Background: an optimization exercise with open tools, aiming at a short achievable clock period and few clock cycles. Do not read the settings as production practice. Where RTL was checked, it was by simulation tests only, not by an equivalence proof against the original. Power is estimated from default activity; no workload was simulated.

==> 05-22 <==
// mips_cpu
module mips_cpu (
    input         clk,
    input         rst_n,
    output [31:0] imem_addr,
    input  [31:0] imem_data,
    output        dmem_re,
    output        dmem_we,
    output [31:0] dmem_addr,
    output [31:0] dmem_wdata,
    input  [31:0] dmem_rdata
);
    localparam NB = 4;          
    reg  [31:0] pc_n;           
    reg  [31:0] pc_out;
    wire [31:0] pc = ~pc_n;
    reg  [31:0] spec31, spec26;  
    reg         f1_redir;       
    reg  [31:0] f1_pc4;         
    reg  [15:0] f1_off;
    wire [31:0] f1_tgt;
    reg  [29:0] f1_pc;          
    reg  [NB-1:0] bt_v;
    reg  [NB*30-1:0] bt_tag;
    reg  [NB*32-1:0] bt_tgt;
    reg  [1:0]  bt_ptr;
    reg         x_valid;
    reg  [31:0] x_A, x_B, x_S;  
    reg         x_fwdA, x_fwdA1, x_fwdA2;
    reg         x_fwdB, x_fwdB1, x_fwdB2;
    reg         x_fwdS;
    reg  [4:0]  x_sh;
    reg  [31:0] x_pc4;
    reg  [15:0] x_off;          
    wire [31:0] x_bt;           
    reg         x_ptaken;
    reg  [4:0]  x_rd;           
    reg         x_load, x_store;
    reg         x_isjr;
  ...
clock: 10.5 ns
lec_check: 0
abc_clock_period_in_ps: 3000
cap_margin: 20
core_margin: 2
core_utilization: 40
setup_slack_margin: 5
slew_margin: 20
synth_hierarchical: 1
standard.sh (not shown) runs the stock make flow with config.mk's settings and CLKGATE_MAP_FILE= SYNTH_SCRIPT=/design/flow/synth_recipe.tcl, a recipe that flattens the netlist after the stock synthesis.
==> flow/flow/run.sh <==
#!/bin/bash
set -euo pipefail
bash standard.sh SETUP_SLACK_MARGIN=7.5 finish > flow_standard.log 2>&1
==> 09-21 (differences from 05-22) <==
--- a/flow/design.v
+++ b/flow/design.v
@@ -1,48 +1,49 @@
 module XAlu (
     input  [31:0] x_A,
     input  [31:0] x_B,
     input  [31:0] m_res,
     input         x_fwdA, x_fwdA1, x_fwdA2,
     input         x_fwdB, x_fwdB1, x_fwdB2,
+    input         x_inv,
     input  [4:0]  x_sh,
     input  [31:0] x_pc4,
-    input         x_s_add, x_s_sub, x_s_slt, x_s_sltu, x_s_lg,
+    input         x_s_arith, x_s_slt, x_s_sltu, x_s_lg,
     input  [3:0]  x_lt,
     input         x_sel_sll, x_sel_srl, x_sel_sra, x_sel_link,
     output [31:0] A,
     output [31:0] x_res
 );
     wire [31:0] B;
     genvar gi;
     generate for (gi = 0; gi < 32; gi = gi + 1) begin : g_fwd
         wire fa = (gi < 11) ? x_fwdA : (gi < 22) ? x_fwdA1 : x_fwdA2;
         wire fb = (gi < 11) ? x_fwdB : (gi < 22) ? x_fwdB1 : x_fwdB2;
         assign A[gi] = fa ? m_res[gi] : x_A[gi];
-        assign B[gi] = fb ? m_res[gi] : x_B[gi];
+        assign B[gi] = fb ? (m_res[gi] ^ x_inv) : (x_B[gi] ^ x_inv);
     end endgenerate
-    wire [31:0] sum = A + B;
-    wire [32:0] dif = {1'b0, A} - {1'b0, B};
+    wire [33:0] s2 = {1'b0, A, x_inv} + {1'b0, B, x_inv};
+    wire [31:0] sum = s2[32:1];
+    wire cout = s2[33];
     wire [31:0] lg;
     generate for (gi = 0; gi < 32; gi = gi + 1) begin : g_lg
         assign lg[gi] = x_lt[{A[gi], B[gi]}];
     end endgenerate
     wire [31:0] shl = B << x_sh;
     wire [31:0] shr = B >> x_sh;
-    wire [31:0] sha = $signed(B) >>> x_sh;
-    assign x_res =
-        ({32{x_s_add}} & sum) |
-        ({32{x_s_sub}} & dif[31:0]) |
-        {31'b0, (x_s_slt & dif[31]) | (x_s_sltu & dif[32])} |
+    wire [31:0] sha = shr | ({32{B[31]}} & ~(32'hffffffff >> x_sh));
+    wire [31:0] other =
+        {31'b0, (x_s_slt & sum[31]) | (x_s_sltu & ~cout)} |
         ({32{x_s_lg}} & lg) |
         ({32{x_sel_sll}} & shl) |
         ({32{x_sel_srl}} & shr) |
         ({32{x_sel_sra}} & sha) |
         ({32{x_sel_link}} & x_pc4);
+    assign x_res = x_s_arith ? sum : other;
 endmodule
 module XBr (
     input  [31:0] x_A,
     input  [31:0] x_B,
     input  [31:0] m_res,
     input  [31:0] A,
     input         x_fwdA,
     input         x_fwdB,
@@ -76,18 +77,19 @@
                       (x_m_jr & ne_jr);
     assign redirect_pc = x_isjr ? A : x_ptaken ? x_pc4 : x_bt;
 endmodule
 module FDec (
     input  [31:0] ins,
     input  [31:0] f_pc4,
     input  [31:0] spec31,
     input  [31:0] spec26,
-    input         bt_hit,
-    input  [31:0] bt_t,
+    input  [31:0] pc,
+    input  [24:0] pc_up_p1,     
+    input  [24:0] pc_up_m1,
     input  [4:0]  x_rd,
     input         x_load,
     output [4:0]  i_dest,
     output        use_rs,
     output        use_rt,
     output        i_imm_op,
     output [31:0] immv,
     output        x_hit_a,
@@ -100,17 +102,17 @@
     output [31:0] f_other,
     output [31:0] f_next,
     output        i_spec31,
     output        i_spec26,
     output        i_lw,
     output        i_sw,
     output        i_isjr,
     output        m_eq, m_ne, m_lez, m_gtz, m_sg, m_nsg,
-    output        s_add, s_sub, s_slt, s_sltu, s_lg,
+    output        s_arith, s_inv, s_slt, s_sltu, s_lg,
     output [3:0]  lt,
     output        s_sll, s_srl, s_sra, s_link
 );
     wire [5:0]  op  = ins[31:26];
     wire [5:0]  fn  = ins[5:0];
     wire [4:0]  rs  = ins[25:21];
     wire [4:0]  rt  = ins[20:16];
     wire [4:0]  rdf = ins[15:11];
@@ -158,38 +160,44 @@
     assign x_hit_a = (x_rd != 5'd0) & (x_rd == rs);
     assign x_hit_b = (x_rd != 5'd0) & (x_rd == rt);
     assign stall = x_load & ((use_rs & x_hit_a) | (use_rt & x_hit_b));
     wire [31:0] sext = {{16{imm[15]}}, imm};
     assign immv = i_lui ? {imm, 16'h0000} : i_andi ? {16'h0000, imm} : sext;
     wire [31:0] f_jt  = {f_pc4[31:28], ins[25:0], 2'b00};
     wire rs_eq_rt = (rs == rt);
     wire i_bpred = imm[15] | (i_beq & rs_eq_rt) | (i_bne & ~rs_eq_rt);
-    assign i_br_t  = i_br & (i_bpred | bt_hit);
+    assign i_br_t  = i_br & i_bpred;
     wire i_jr31  = (i_jr | i_jalr) & (rs == 5'd31);
     wire i_jr26  = (i_jr | i_jalr) & (rs == 5'd26);
     assign f_other =
         ({32{i_j}} & f_jt) |
         ({32{i_undef}} & 32'h80000008) |
         ({32{i_jr31}} & spec31) |
         ({32{i_jr26}} & spec26);
     assign f_other_t = i_j | i_undef | i_jr31 | i_jr26;
-    wire [31:0] f_seq = bt_hit ? bt_t : f_pc4;
+    wire short = (imm[15:3] == 13'h0000) | (imm[15:3] == 13'h1fff);
+    wire [6:0] lo = {1'b0, pc[6:2], 1'b1} + {1'b0, imm[4:0], 1'b1};    
+    wire [24:0] up = lo[6] ? (imm[15] ? pc[31:7] : pc_up_p1)
+                           : (imm[15] ? pc_up_m1 : pc[31:7]);
+    wire [31:0] f_sbt = {up, lo[5:1], 2'b00};
+    wire take_s = i_br & i_bpred & short;
+    wire [31:0] f_seq = take_s ? f_sbt : f_pc4;
     assign f_next = f_other_t ? f_other : f_seq;
-    assign f1_set = i_br & i_bpred & ~bt_hit;
+    assign f1_set = i_br & i_bpred & ~short;
     assign i_spec31 = i_jal | (i_jalr & (rdf == 5'd31));
     assign i_spec26 = i_undef;
     assign m_eq  = i_br_t ? i_bne  : i_beq;
     assign m_ne  = i_br_t ? i_beq  : i_bne;
     assign m_lez = i_br_t ? i_bgtz : i_blez;
     assign m_gtz = i_br_t ? i_blez : i_bgtz;
     assign m_sg  = ~i_br_t & i_bltz;
     assign m_nsg = i_br_t & i_bltz;
-    assign s_add  = f_add | i_iadd | i_lui | i_lw | i_sw;
-    assign s_sub  = f_sub;
+    assign s_arith = f_add | i_iadd | i_lui | i_lw | i_sw | f_sub;
+    assign s_inv  = f_sub | f_slt | i_slti | f_sltu | i_sltiu;
     assign s_slt  = f_slt | i_slti;
     assign s_sltu = f_sltu | i_sltiu;
     assign s_lg   = f_and | i_andi | f_or | f_xor | f_nor;
     assign lt     = (f_and | i_andi) ? 4'b1000 : f_or ? 4'b1110 : f_xor ? 4'b0110 : 4'b0001;
     assign s_sll  = f_sll;
     assign s_srl  = f_srl;
     assign s_sra  = f_sra;
     assign s_link = i_jal | i_jalr | i_undef;
@@ -211,37 +219,16 @@
 module BrTgt (
     input  [31:0] pc4,
     input  [15:0] off,
     output [31:0] bt
 );
     wire [30:0] s = pc4[30:0] + {{13{off[15]}}, off, 2'b00};
     assign bt = {pc4[31], s};
 endmodule
-module BtLook #(parameter NB = 4) (
-    input  [31:0]      pc,
-    input  [NB-1:0]    bt_v,
-    input  [NB*30-1:0] bt_tag,
-    input  [NB*32-1:0] bt_tgt,
-    output             bt_hit,
-    output [31:0]      bt_t
-);
-    reg  [NB-1:0] hv;
-    reg  [31:0] t;
-    integer k;
-    always @* begin
-        t = 32'h0;
-        for (k = 0; k < NB; k = k + 1) begin
-            hv[k] = bt_v[k] & (bt_tag[k*30 +: 30] == pc[31:2]);
-            t = t | ({32{hv[k]}} & bt_tgt[k*32 +: 32]);
-        end
-    end
-    assign bt_hit = |hv;
-    assign bt_t = t;
-endmodule
 module RegFile (
     input         clk,
     input         rst_n,
     input  [4:0]  ra,
     input  [4:0]  rb,
     output [31:0] da,
     output [31:0] db,
     input  [4:0]  wa,    
@@ -253,59 +240,65 @@
     assign q[0] = 32'h0;
     generate for (i = 1; i < 32; i = i + 1) begin : g_r
         always @(posedge clk or negedge rst_n) begin
             if (!rst_n) r[i] <= 32'h0;
             else if (wa == i) r[i] <= wd;
         end
         assign q[i] = r[i];
     end endgenerate
-    assign da = q[ra];
-    assign db = q[rb];
+    wire [31:0] a1 [0:7];
+    wire [31:0] b1 [0:7];
+    wire [31:0] a2 [0:1];
+    wire [31:0] b2 [0:1];
+    generate for (i = 0; i < 8; i = i + 1) begin : g_l1
+        assign a1[i] = ra[1] ? (ra[0] ? q[4*i+3] : q[4*i+2]) : (ra[0] ? q[4*i+1] : q[4*i]);
+        assign b1[i] = rb[1] ? (rb[0] ? q[4*i+3] : q[4*i+2]) : (rb[0] ? q[4*i+1] : q[4*i]);
+    end endgenerate
+    generate for (i = 0; i < 2; i = i + 1) begin : g_l2
+        assign a2[i] = ra[3] ? (ra[2] ? a1[4*i+3] : a1[4*i+2]) : (ra[2] ? a1[4*i+1] : a1[4*i]);
+        assign b2[i] = rb[3] ? (rb[2] ? b1[4*i+3] : b1[4*i+2]) : (rb[2] ? b1[4*i+1] : b1[4*i]);
+    end endgenerate
+    assign da = ra[4] ? a2[1] : a2[0];
+    assign db = rb[4] ? b2[1] : b2[0];
 endmodule
 module mips_cpu (
     input         clk,
     input         rst_n,
     output [31:0] imem_addr,
     input  [31:0] imem_data,
     output        dmem_re,
     output        dmem_we,
     output [31:0] dmem_addr,
     output [31:0] dmem_wdata,
     input  [31:0] dmem_rdata
 );
-    localparam NB = 4;          
     reg  [31:0] pc_n;           
     reg  [31:0] pc_out;
     wire [31:0] pc = ~pc_n;
     reg  [31:0] spec31, spec26;  
     reg         f1_redir;       
     reg  [31:0] f1_pc4;         
     reg  [15:0] f1_off;
     wire [31:0] f1_tgt;
-    reg  [29:0] f1_pc;          
-    reg  [NB-1:0] bt_v;
-    reg  [NB*30-1:0] bt_tag;
-    reg  [NB*32-1:0] bt_tgt;
-    reg  [1:0]  bt_ptr;
     reg         x_valid;
     reg  [31:0] x_A, x_B, x_S;  
     reg         x_fwdA, x_fwdA1, x_fwdA2;
     reg         x_fwdB, x_fwdB1, x_fwdB2;
     reg         x_fwdS;
     reg  [4:0]  x_sh;
     reg  [31:0] x_pc4;
     reg  [15:0] x_off;          
     wire [31:0] x_bt;           
     reg         x_ptaken;
     reg  [4:0]  x_rd;           
     reg         x_load, x_store;
     reg         x_isjr;
     reg         x_m_eq, x_m_ne, x_m_lez, x_m_gtz, x_m_sg, x_m_nsg, x_m_jr;
-    reg         x_s_add, x_s_sub, x_s_slt, x_s_sltu, x_s_lg;
+    reg         x_s_arith, x_inv, x_s_slt, x_s_sltu, x_s_lg;
     reg  [3:0]  x_lt;           
     reg         x_sel_sll, x_sel_srl, x_sel_sra, x_sel_link;
     reg  [31:0] m_res;          
     reg  [31:0] m_addr;         
     reg  [31:0] m_wb;           
     reg  [31:0] m_sdata;
     reg         m_we, m_re;
     reg  [4:0]  m_rd;           
@@ -323,48 +316,47 @@
     RegFile rgf(.clk(clk), .rst_n(rst_n),
                 .ra(rs), .rb(rt), .da(rf_a), .db(rf_b),
                 .wa(m_rd), .wd(m_wdata));
     wire m_hit_a = (m_rd != 5'd0) & (m_rd == rs);
     wire m_hit_b = (m_rd != 5'd0) & (m_rd == rt);
     wire [31:0] rv_a = m_hit_a ? m_wdata : rf_a;
     wire [31:0] rv_b = m_hit_b ? m_wdata : rf_b;
     wire [31:0] f_pc4 = {pc[31], pc[30:2] + 29'd1, 2'b00};
+    wire [24:0] pc_up_p1 = {pc[31], pc[30:7] + 24'd1};
+    wire [24:0] pc_up_m1 = {pc[31], pc[30:7] - 24'd1};
     BrTgt f1t(.pc4(f1_pc4), .off(f1_off), .bt(f1_tgt));
     BrTgt xbt(.pc4(x_pc4), .off(x_off), .bt(x_bt));
-    wire bt_hit;
-    wire [31:0] bt_t;
-    BtLook #(.NB(NB)) btl(.pc(pc), .bt_v(bt_v), .bt_tag(bt_tag), .bt_tgt(bt_tgt),
-                          .bt_hit(bt_hit), .bt_t(bt_t));
     wire [4:0]  i_dest;
     wire        use_rs, use_rt, i_imm_op, x_hit_a, x_hit_b, stall, i_br, i_br_t, f1_set;
     wire        f_other_t, i_spec31, i_spec26, i_lw, i_sw, i_isjr;
     wire [31:0] immv, f_other, f_next;
     wire        d_m_eq, d_m_ne, d_m_lez, d_m_gtz, d_m_sg, d_m_nsg;
-    wire        d_s_add, d_s_sub, d_s_slt, d_s_sltu, d_s_lg;
+    wire        d_s_arith, d_s_inv, d_s_slt, d_s_sltu, d_s_lg;
     wire [3:0]  d_lt;
     wire        d_s_sll, d_s_srl, d_s_sra, d_s_link;
     FDec fdec(.ins(ins), .f_pc4(f_pc4), .spec31(spec31), .spec26(spec26),
-              .bt_hit(bt_hit), .bt_t(bt_t), .x_rd(x_rd), .x_load(x_load),
+              .pc(pc), .pc_up_p1(pc_up_p1), .pc_up_m1(pc_up_m1),
+              .x_rd(x_rd), .x_load(x_load),
               .i_dest(i_dest), .use_rs(use_rs), .use_rt(use_rt), .i_imm_op(i_imm_op),
               .immv(immv), .x_hit_a(x_hit_a), .x_hit_b(x_hit_b), .stall(stall),
               .i_br(i_br), .i_br_t(i_br_t), .f1_set(f1_set), .f_other_t(f_other_t),
               .f_other(f_other), .f_next(f_next), .i_spec31(i_spec31),
               .i_spec26(i_spec26), .i_lw(i_lw), .i_sw(i_sw), .i_isjr(i_isjr),
               .m_eq(d_m_eq), .m_ne(d_m_ne), .m_lez(d_m_lez), .m_gtz(d_m_gtz),
               .m_sg(d_m_sg), .m_nsg(d_m_nsg),
-              .s_add(d_s_add), .s_sub(d_s_sub), .s_slt(d_s_slt), .s_sltu(d_s_sltu),
+              .s_arith(d_s_arith), .s_inv(d_s_inv), .s_slt(d_s_slt), .s_sltu(d_s_sltu),
               .s_lg(d_s_lg), .lt(d_lt), .s_sll(d_s_sll), .s_srl(d_s_srl),
               .s_sra(d_s_sra), .s_link(d_s_link));
     wire [31:0] A, x_res;
     XAlu xalu(.x_A(x_A), .x_B(x_B), .m_res(m_res),
               .x_fwdA(x_fwdA), .x_fwdA1(x_fwdA1), .x_fwdA2(x_fwdA2),
               .x_fwdB(x_fwdB), .x_fwdB1(x_fwdB1), .x_fwdB2(x_fwdB2),
               .x_sh(x_sh), .x_pc4(x_pc4),
-              .x_s_add(x_s_add), .x_s_sub(x_s_sub), .x_s_slt(x_s_slt),
+              .x_inv(x_inv), .x_s_arith(x_s_arith), .x_s_slt(x_s_slt),
               .x_s_sltu(x_s_sltu), .x_s_lg(x_s_lg), .x_lt(x_lt),
               .x_sel_sll(x_sel_sll), .x_sel_srl(x_sel_srl), .x_sel_sra(x_sel_sra),
               .x_sel_link(x_sel_link), .A(A), .x_res(x_res));
     wire [31:0] S = x_fwdS ? m_res : x_S;
     wire redirect;
     wire [31:0] redirect_pc;
     XBr xbr(.x_A(x_A), .x_B(x_B), .m_res(m_res), .A(A), .x_fwdA(x_fwdA), .x_fwdB(x_fwdB),
             .x_xt(pc), .x_pc4(x_pc4), .x_bt(x_bt), .x_ptaken(x_ptaken),
@@ -379,18 +371,16 @@
         if (!rst_n) begin
             pc_n <= 32'h7fffffff;
             pc_out <= 32'h80000000;
             m_addr <= 32'h0;
             m_wb <= 32'hffffffff;
             spec31 <= 32'h0;
             spec26 <= 32'h0;
             f1_redir <= 1'b0;
-            bt_v <= {NB{1'b0}};
-            bt_ptr <= 2'd0;
             x_valid <= 1'b0;
             x_rd <= 5'd0;
             x_load <= 1'b0;
             x_store <= 1'b0;
             x_isjr <= 1'b0;
             x_m_eq <= 1'b0; x_m_ne <= 1'b0; x_m_lez <= 1'b0; x_m_gtz <= 1'b0;
             x_m_sg <= 1'b0; x_m_nsg <= 1'b0; x_m_jr <= 1'b0;
             x_fwdA <= 1'b0;
@@ -406,20 +396,16 @@
             pc_out <= pc_d;
             m_addr <= x_res;
             m_wb <= x_res;
             if (~stall) begin
                 if (i_spec31) spec31 <= f_pc4;
                 if (i_spec26) spec26 <= f_pc4;
             end
             f1_redir <= f_go & f1_set;
-            if (f1_redir) begin
-                bt_v[bt_ptr] <= 1'b1;
-                bt_ptr <= bt_ptr + 2'd1;
-            end
             x_valid <= f_go;
             if (f_go) begin
                 x_rd <= i_dest;
                 x_load <= i_lw;
                 x_store <= i_sw;
                 x_isjr <= i_isjr;
                 x_m_eq  <= d_m_eq;
                 x_m_ne  <= d_m_ne;
@@ -449,32 +435,27 @@
             m_we <= x_valid & x_store;
             m_re <= x_valid & x_load;
             m_rd <= x_valid ? x_rd : 5'd0;
         end
     end
     always @(posedge clk) begin
         f1_pc4 <= f_pc4;
         f1_off <= ins[15:0];
-        f1_pc <= pc[31:2];
-        if (f1_redir) begin
-            bt_tag[bt_ptr*30 +: 30] <= f1_pc;
-            bt_tgt[bt_ptr*32 +: 32] <= f1_tgt;
-        end
         x_fwdA2 <= f_go & use_rs & x_hit_a;
         x_fwdB2 <= f_go & use_rt & ~i_sw & x_hit_b;
         x_A <= rv_a;
         x_B <= i_imm_op ? immv : rv_b;
         x_S <= rv_b;
         x_sh <= ins[10:6];
         x_pc4 <= f_pc4;
         x_off <= ins[15:0];
         x_ptaken <= i_br_t;
-        x_s_add  <= d_s_add;
-        x_s_sub  <= d_s_sub;
+        x_s_arith <= d_s_arith;
+        x_inv    <= d_s_inv;
         x_s_slt  <= d_s_slt;
         x_s_sltu <= d_s_sltu;
         x_s_lg   <= d_s_lg;
         x_lt     <= d_lt;
         x_sel_sll  <= d_s_sll;
         x_sel_srl  <= d_s_srl;
         x_sel_sra  <= d_s_sra;
         x_sel_link <= d_s_link;
CORE_UTILIZATION = 55   (was 40)
PLACE_DENSITY = 0.72   (was unset)
==> qor summary <==
quantity	09-21	05-22
Result of the run	complete, no violations	complete, no violations
Initial core utilization	55.4%	40.1%
Reg2Reg Launch Point	x_fwdA	x_fwdB
Y dimension of the die	403 um	503 um
Cell with the largest stage delay on the worst path	sky130_fd_sc_hd__mux2i_1	sky130_fd_sc_hd__o41ai_4
Final worst path period share	37.2%	40.6%
Final WS setup	6.60 ns	6.24 ns
Total power after layout	18.9 mW	25.7 mW
HPWL reported at the end of detailed placement	209 mm	306 mm
Standby leakage power	48.7 nW	55.9 nW
Sequential cell area share	31.0%	32.8%
Met3 Usage GRT	16.4%	21.6%
Worst supply voltage drop on vdd	0.000197 V	0.000194 V
Destination of the critical timing path	pc_n[24]	pc_out[1]
Die width	403 um	503 um
Non-clock buffer instance count of the final layout	997	1,237
Vias per inst	7.51	7.29
Combinational share of power	31.5%	35.3%
Testbench counts of 09-21, summed over its fixed seeds: cycles 528,967.
No functional check of the RTL was part of 05-22.

==> separate check: timing with driven ports <==
How much do the figures lean on ideal ports? The routed layouts below were timed once more, with nothing changed but the port constraints.
Step 1 sets driving cells, clkbuf_16 on the clock port and buf_2 on the other inputs (assumed; they add their load-dependent delay and slew).
Step 2 times the ports against the registers' clock, not the clock port: input delays grow and output delays shrink by t, the midpoint of the rising clock arrivals with the driver on.
a / b / c = no drivers / after step 1 / after step 2; a / b = the first two.
run	t (ns)	setup WS [ns]	latest minus earliest clock arrival (ns)
05-22	0.985	6.239 / 6.239 / 5.488	0.083 / 0.083
09-21	0.901	6.596 / 6.528 / 5.627	0.049 / 0.049
After both steps setup and hold are still met in every run listed. For 09-21, which loses most, drivers alone change the setup slack by -0.068 ns; drivers and shift together by -0.969 ns.
